This is an optimization exercise on Yosys and OpenROAD, whose aim is small area, not a production implementation.
Function was checked by simulation only, so behaviour that the tests miss may differ from the original.
No activity file was given, so power comes from the tool's default toggle rates.

==> inputs of violet <==
## core
module core(clock, reset_n, ce, address, in, out, rd, we);
  input clock;
  wire clock;
  input reset_n;
  wire reset_n;
  input ce;
  wire ce;
  output [15:0] address;
  wire [15:0] address;
  input [7:0] in;
  wire [7:0] in;
  output [7:0] out;
  reg [7:0] out;
  output rd;
  wire rd;
  output we;
  wire we;
  wire [7:0] R;
  wire _0_;
  wire _1000_;
  wire _1001_;
  wire _1002_;
  wire _100_;
  wire _101_;
  wire _102_;
  wire _103_;
  wire _104_;
  wire _105_;
  wire _106_;
  wire _107_;
  wire _108_;
  wire _109_;
  wire _10_;
  wire _110_;
  wire _111_;
  wire _112_;
  wire _113_;
  wire _114_;
  wire _115_;
  wire _116_;
  wire _117_;
  wire _118_;
  wire _119_;
  wire _11_;
  wire _120_;
  wire _121_;
  wire _122_;
  wire _123_;
  wire _124_;
  wire _125_;
  wire _126_;
  wire _127_;
  wire _128_;
  wire _129_;
  wire _12_;
  wire _130_;
  wire _131_;
  wire _132_;
  wire _133_;
  wire _134_;
  wire _135_;
  wire _136_;
  wire _137_;
  wire _138_;
  wire _139_;
  wire _13_;
  wire _140_;
  wire _141_;
  wire _142_;
  wire _143_;
  wire _144_;
  wire _145_;
  wire _146_;
  wire _147_;
  wire _148_;
  wire _149_;
  wire _14_;
  wire _150_;
  wire _151_;
  wire _152_;
  wire _153_;
  wire _154_;
  wire _155_;
  wire _156_;
  wire _157_;
  wire _158_;
  wire _159_;
  wire _15_;
  wire _160_;
  wire _161_;
  wire _162_;
  wire _163_;
  wire _164_;
  wire _165_;
  wire _166_;
  wire _167_;
  wire _168_;
  wire _169_;
  wire _16_;
  wire _170_;
  wire _171_;
  wire _172_;
  wire _173_;
  wire _174_;
  wire _175_;
  wire _176_;
  wire _177_;
  wire _178_;
  wire _179_;
  wire _17_;
  wire _180_;
  wire _181_;
  wire _182_;
  wire _183_;
  wire _184_;
  wire _185_;
  wire _186_;
  wire _187_;
  wire _188_;
  wire _189_;
  wire _18_;
  wire _190_;
  wire _191_;
  wire _192_;
  wire _193_;
  wire _194_;
  wire _195_;
  wire _196_;
  wire _197_;
  wire _198_;
  wire _199_;
  wire _19_;
  wire _1_;
  wire _200_;
  wire _201_;
  wire _202_;
  wire _203_;
  wire _204_;
  wire _205_;
  wire _206_;
  wire _207_;
  wire _208_;
  wire _209_;
  wire _20_;
  ...
Settings: LEC_CHECK=0, ABC_AREA=1, CAP_MARGIN=20, CORE_MARGIN=2, CORE_UTILIZATION=45, CTS_BUF_LIST=sky130_fd_sc_hd__clkbuf_8, GPL_TIMING_DRIVEN=0, SLEW_MARGIN=20; clock period 10.0 ns.
standard.sh (not shown) runs the stock make flow with config.mk's settings and CLKGATE_MAP_FILE= SYNTH_SCRIPT=/design/flow/synth_recipe.tcl, a recipe that flattens the netlist after the stock synthesis.
==> flow/flow/run.sh <==
#!/bin/bash
# The standard layout (standard.sh) with these changes:
#  - after the standard synthesis, the combinational logic between the registers
#    is restructured (ABC &deepsyn) and re-mapped for area (ABC &nf), see flow/remap.tcl; the registers
#    keep their cells and names;
#  - the port buffers inserted at global placement are the smallest buffer cell;
#  - clock tree synthesis inserts no dummy loads.
set -euo pipefail
export RES_DIR=$PWD/orfs/results/${FLOW_PLATFORM}/core/base
export BUFFER_PORTS_ARGS="-buffer_cell sky130_fd_sc_hd__buf_1"
export CTS_ARGS="-sink_clustering_enable -repair_clock_nets -buf_list sky130_fd_sc_hd__clkbuf_8 -dont_use_dummy_load"
YOSYS=$FLOW_HOME/../tools/install/yosys/bin/yosys
bash standard.sh synth > standard_synth.log 2>&1
cp "$RES_DIR/1_2_yosys.v" "$RES_DIR/1_2_yosys_std.v"
"$YOSYS" -c flow/remap.tcl > remap.log 2>&1
rm -f "$RES_DIR/1_synth.odb" "$RES_DIR/1_synth.sdc"
bash standard.sh > standard.log 2>&1
Other scripts of this flow, unchanged in this note and not shown: flow/flow/dont_use.txt, flow/flow/remap.tcl
==> inputs of xenon, as changes to violet <==
--- a/flow/config.mk
+++ b/flow/config.mk
@@ -8,7 +8,7 @@
 export ABC_AREA = 1
 export CAP_MARGIN = 20
 export CORE_MARGIN = 2
-export CORE_UTILIZATION = 45
+export CORE_UTILIZATION = 60
 export CTS_BUF_LIST = sky130_fd_sc_hd__clkbuf_8
 export GPL_TIMING_DRIVEN = 0
 export SLEW_MARGIN = 20
==> qor summary <==
metric                                                           violet        xenon
Total via count in the routed design                               7457         7546
Share of final layout cell area taken by non-clock buffers        2.18%        2.06%
Number of tap cells inserted                                        180          140
Pre-CTS setup slack                                             1.18 ns      1.42 ns
Met2 track demand over resource                                   51.7%        63.7%
End-of-flow core utilization                                      50.4%        65.3%
Final instance area                                         0.00705 mm²  0.00699 mm²
CP max FO                                                            17           16
Placed Instance Area                                        0.00692 mm²  0.00685 mm²
Worst R2R Setup Slack                                           1.38 ns      1.50 ns
Final critical-path share of the clock period                     86.2%        85.4%
Worst Hold Slack                                               0.463 ns     0.471 ns
CP arrival                                                      8.94 ns      8.85 ns
Final worst-path setup slack                                    1.38 ns      1.46 ns
Met1 routing resource usage after global routing                  45.0%        57.9%
Run status                                     timing/DRC/antenna clean  timing/DRC/antenna clean
Instance count after placement with tap cells included             1084         1043
Iteration count of the initial detailed-routing pass                  6           11
Wire length after detailed routing                             26300 µm     24300 µm
Worst-path clk slew                                             0.10 ns      0.09 ns

---

==> run G <==
Another version of the RTL of core (not shown whole).
Settings: LEC_CHECK=0, ABC_AREA=1, CAP_MARGIN=20, CORE_MARGIN=2, CORE_UTILIZATION=45, CTS_BUF_LIST=sky130_fd_sc_hd__clkbuf_8, GPL_TIMING_DRIVEN=0, SLEW_MARGIN=20; clock period 10.0 ns.
==> flow/flow/run.sh <==
#!/bin/bash
# The standard layout (standard.sh) with these changes:
#  - after the standard synthesis, the combinational logic between the registers
#    is re-mapped for area with ABC's &nf mapper (flow/remap.tcl); the registers
#    keep their cells and names;
#  - the port buffers inserted at global placement are the smallest buffer cell;
#  - clock tree synthesis inserts no dummy loads.
set -euo pipefail
export RES_DIR=$PWD/orfs/results/${FLOW_PLATFORM}/core/base
export BUFFER_PORTS_ARGS="-buffer_cell sky130_fd_sc_hd__buf_1"
export CTS_ARGS="-sink_clustering_enable -repair_clock_nets -buf_list sky130_fd_sc_hd__clkbuf_8 -dont_use_dummy_load"
YOSYS=$FLOW_HOME/../tools/install/yosys/bin/yosys
bash standard.sh synth > standard_synth.log 2>&1
cp "$RES_DIR/1_2_yosys.v" "$RES_DIR/1_2_yosys_std.v"
"$YOSYS" -c flow/remap.tcl > remap.log 2>&1
rm -f "$RES_DIR/1_synth.odb" "$RES_DIR/1_synth.sdc"
bash standard.sh > standard.log 2>&1
==> flow/flow/remap.tcl <==
# Re-maps the combinational logic of the standard synthesis netlist for area.
# The registers (and tie cells) are kept as they are, instance for instance:
# they are black boxes here, so only the logic between them is re-mapped.
yosys -import
set lib $::env(FLOW_HOME)/platforms/sky130hd/lib/sky130_fd_sc_hd__tt_025C_1v80.lib
set res $::env(RES_DIR)
set fp [open flow/dont_use.txt r]; set du [string trim [read $fp]]; close $fp
read_liberty -ignore_miss_func $lib
blackbox sky130_fd_sc_hd__dfxtp_1 sky130_fd_sc_hd__edfxtp_1 sky130_fd_sc_hd__conb_1
read_verilog $res/1_2_yosys_std.v
hierarchy -check -top core
flatten
yosys rename -hide w:*.*
opt_clean
tee -o remap_before.txt stat -liberty $lib
abc -liberty $lib {*}$du -script "+strash;&get -n;&dch;&nf -R 1000 -F 10 -A 10 -a -p;&put;topo"
read_liberty -lib -ignore_redef $lib
splitnets
opt_clean -purge
hilomap -singleton -hicell sky130_fd_sc_hd__conb_1 HI -locell sky130_fd_sc_hd__conb_1 LO
insbuf -buf sky130_fd_sc_hd__buf_4 A X
check -assert
tee -o remap_after.txt stat -liberty $lib
write_verilog -noattr -nohex -nodec $res/1_2_yosys.v
Other scripts of this flow, unchanged in this note and not shown: flow/flow/dont_use.txt
==> inputs of run P, as changes to run G <==
--- a/flow/flow/run.sh
+++ b/flow/flow/run.sh
@@ -8,7 +8,7 @@
 set -euo pipefail
 export RES_DIR=$PWD/orfs/results/${FLOW_PLATFORM}/core/base
 export BUFFER_PORTS_ARGS="-buffer_cell sky130_fd_sc_hd__buf_1"
-export CTS_ARGS="-sink_clustering_enable -repair_clock_nets -buf_list sky130_fd_sc_hd__clkbuf_8 -dont_use_dummy_load"
+export CTS_ARGS="-sink_clustering_enable -repair_clock_nets -buf_list sky130_fd_sc_hd__clkbuf_16 -sink_clustering_size 32 -dont_use_dummy_load"
 YOSYS=$FLOW_HOME/../tools/install/yosys/bin/yosys
 bash standard.sh synth > standard_synth.log 2>&1
 cp "$RES_DIR/1_2_yosys.v" "$RES_DIR/1_2_yosys_std.v"
==> inputs of run Y, as changes to run G <==
--- a/flow/flow/run.sh
+++ b/flow/flow/run.sh
@@ -1,7 +1,7 @@
 #!/bin/bash
 # The standard layout (standard.sh) with these changes:
 #  - after the standard synthesis, the combinational logic between the registers
-#    is re-mapped for area with ABC's &nf mapper (flow/remap.tcl); the registers
+#    is restructured (ABC &deepsyn) and re-mapped for area (ABC &nf), see flow/remap.tcl; the registers
 #    keep their cells and names;
 #  - the port buffers inserted at global placement are the smallest buffer cell;
 #  - clock tree synthesis inserts no dummy loads.
--- a/flow/flow/remap.tcl
+++ b/flow/flow/remap.tcl
@@ -1,4 +1,5 @@
-# Re-maps the combinational logic of the standard synthesis netlist for area.
+# Re-maps the combinational logic of the standard synthesis netlist for area:
+# two rounds of ABC's &deepsyn (90 s each) followed by the &nf area mapper.
 # The registers (and tie cells) are kept as they are, instance for instance:
 # they are black boxes here, so only the logic between them is re-mapped.
 yosys -import
@@ -13,7 +14,9 @@
 yosys rename -hide w:*.*
 opt_clean
 tee -o remap_before.txt stat -liberty $lib
-abc -liberty $lib {*}$du -script "+strash;&get -n;&dch;&nf -R 1000 -F 10 -A 10 -a -p;&put;topo"
+set nf "&nf -R 1000 -F 10 -A 10 -a -p"
+set round "strash;&get -n;&deepsyn -T 90;&dch;$nf;&put"
+abc -liberty $lib {*}$du -script "+strash;dc2;&get -n;&deepsyn -T 90;&dch;$nf;&put;$round;topo"
 read_liberty -lib -ignore_redef $lib
 splitnets
 opt_clean -purge
==> comparison table <==
metric	run G	run P	run Y
Result of the run	complete, no violations	complete, no violations	complete, no violations
Routed wire length on met2	12.7 mm	12.6 mm	11.4 mm
Leakage power total	2.54 nW	2.60 nW	2.39 nW
Data required time of the critical path	10,310 ps	10,280 ps	10,300 ps
Fraction of final layout cells with drive strength greater than 1	0.0285	0.0306	0.0327
Stages on the worst setup path	30	30	23
Detailed placement HPWL	19.8 mm	19.8 mm	18.7 mm
Placed standard-cell area	7080 sq um	7080 sq um	6890 sq um
Share of the final layout cell area in multi-input gates	0.612	0.602	0.607
Sum of routed wire segments on met1	11.4 mm	11.3 mm	11.0 mm
Height of the die	126 microns	126 microns	124 microns
Arrival time at the worst endpoint	9280 ps	9210 ps	9530 ps
Seq area share	0.299	0.294	0.308
Count of multi-input combinational gates	743	743	721
Non-clk bufs	39	41	39
Start of the worst register-to-register path	t[3]	t[3]	t[4]
Utilization of the core after routing	0.499	0.507	0.504
Worst Hold End	x[0]	x[0]	s[6]
Die outline width	126 microns	126 microns	124 microns
Total power density per cell area	168 nW/um^2	178 nW/um^2	165 nW/um^2
Place WS	912 ps	912 ps	1200 ps
Psw	0.548 mW	0.560 mW	0.512 mW
Average via count per standard cell	6.87	6.83	6.85

afterwards: timing with drivers on the ports:
The flow's constraints put no driver on any port. The routed layouts listed below were extracted and timed again, unchanged, in two steps. Step 1 sets driving cells, clkbuf_16 on the clock port and buf_2 on the other inputs (assumed; they add their load-dependent delay and slew). Step 2 adds t to the input delays and takes it off the output delays; t is the mean of the earliest and latest rising clock arrival at the registers after step 1. Input paths then give back, and output paths get back, about the clock's delay inside the block. a / b / c = no drivers / after step 1 / after step 2; a / b = the first two.
run | t (ns) | setup slack, ns | cell pins on the clock port's net
violet | 0.415 | 1.375 / 1.382 / 0.969 | 1
xenon | 0.416 | 1.459 / 1.467 / 1.051 | 1
run G | 0.414 | 1.030 / 1.050 / 0.636 | 1
run P | 0.398 | 1.074 / 1.099 / 0.702 | 1
run Y | 0.401 | 0.770 / 0.770 / 0.770 | 1
After both steps setup and hold are still met in every run listed. The setup slack of xenon, which loses most, moves by +0.008 ns with the drivers and by -0.408 ns with both steps.
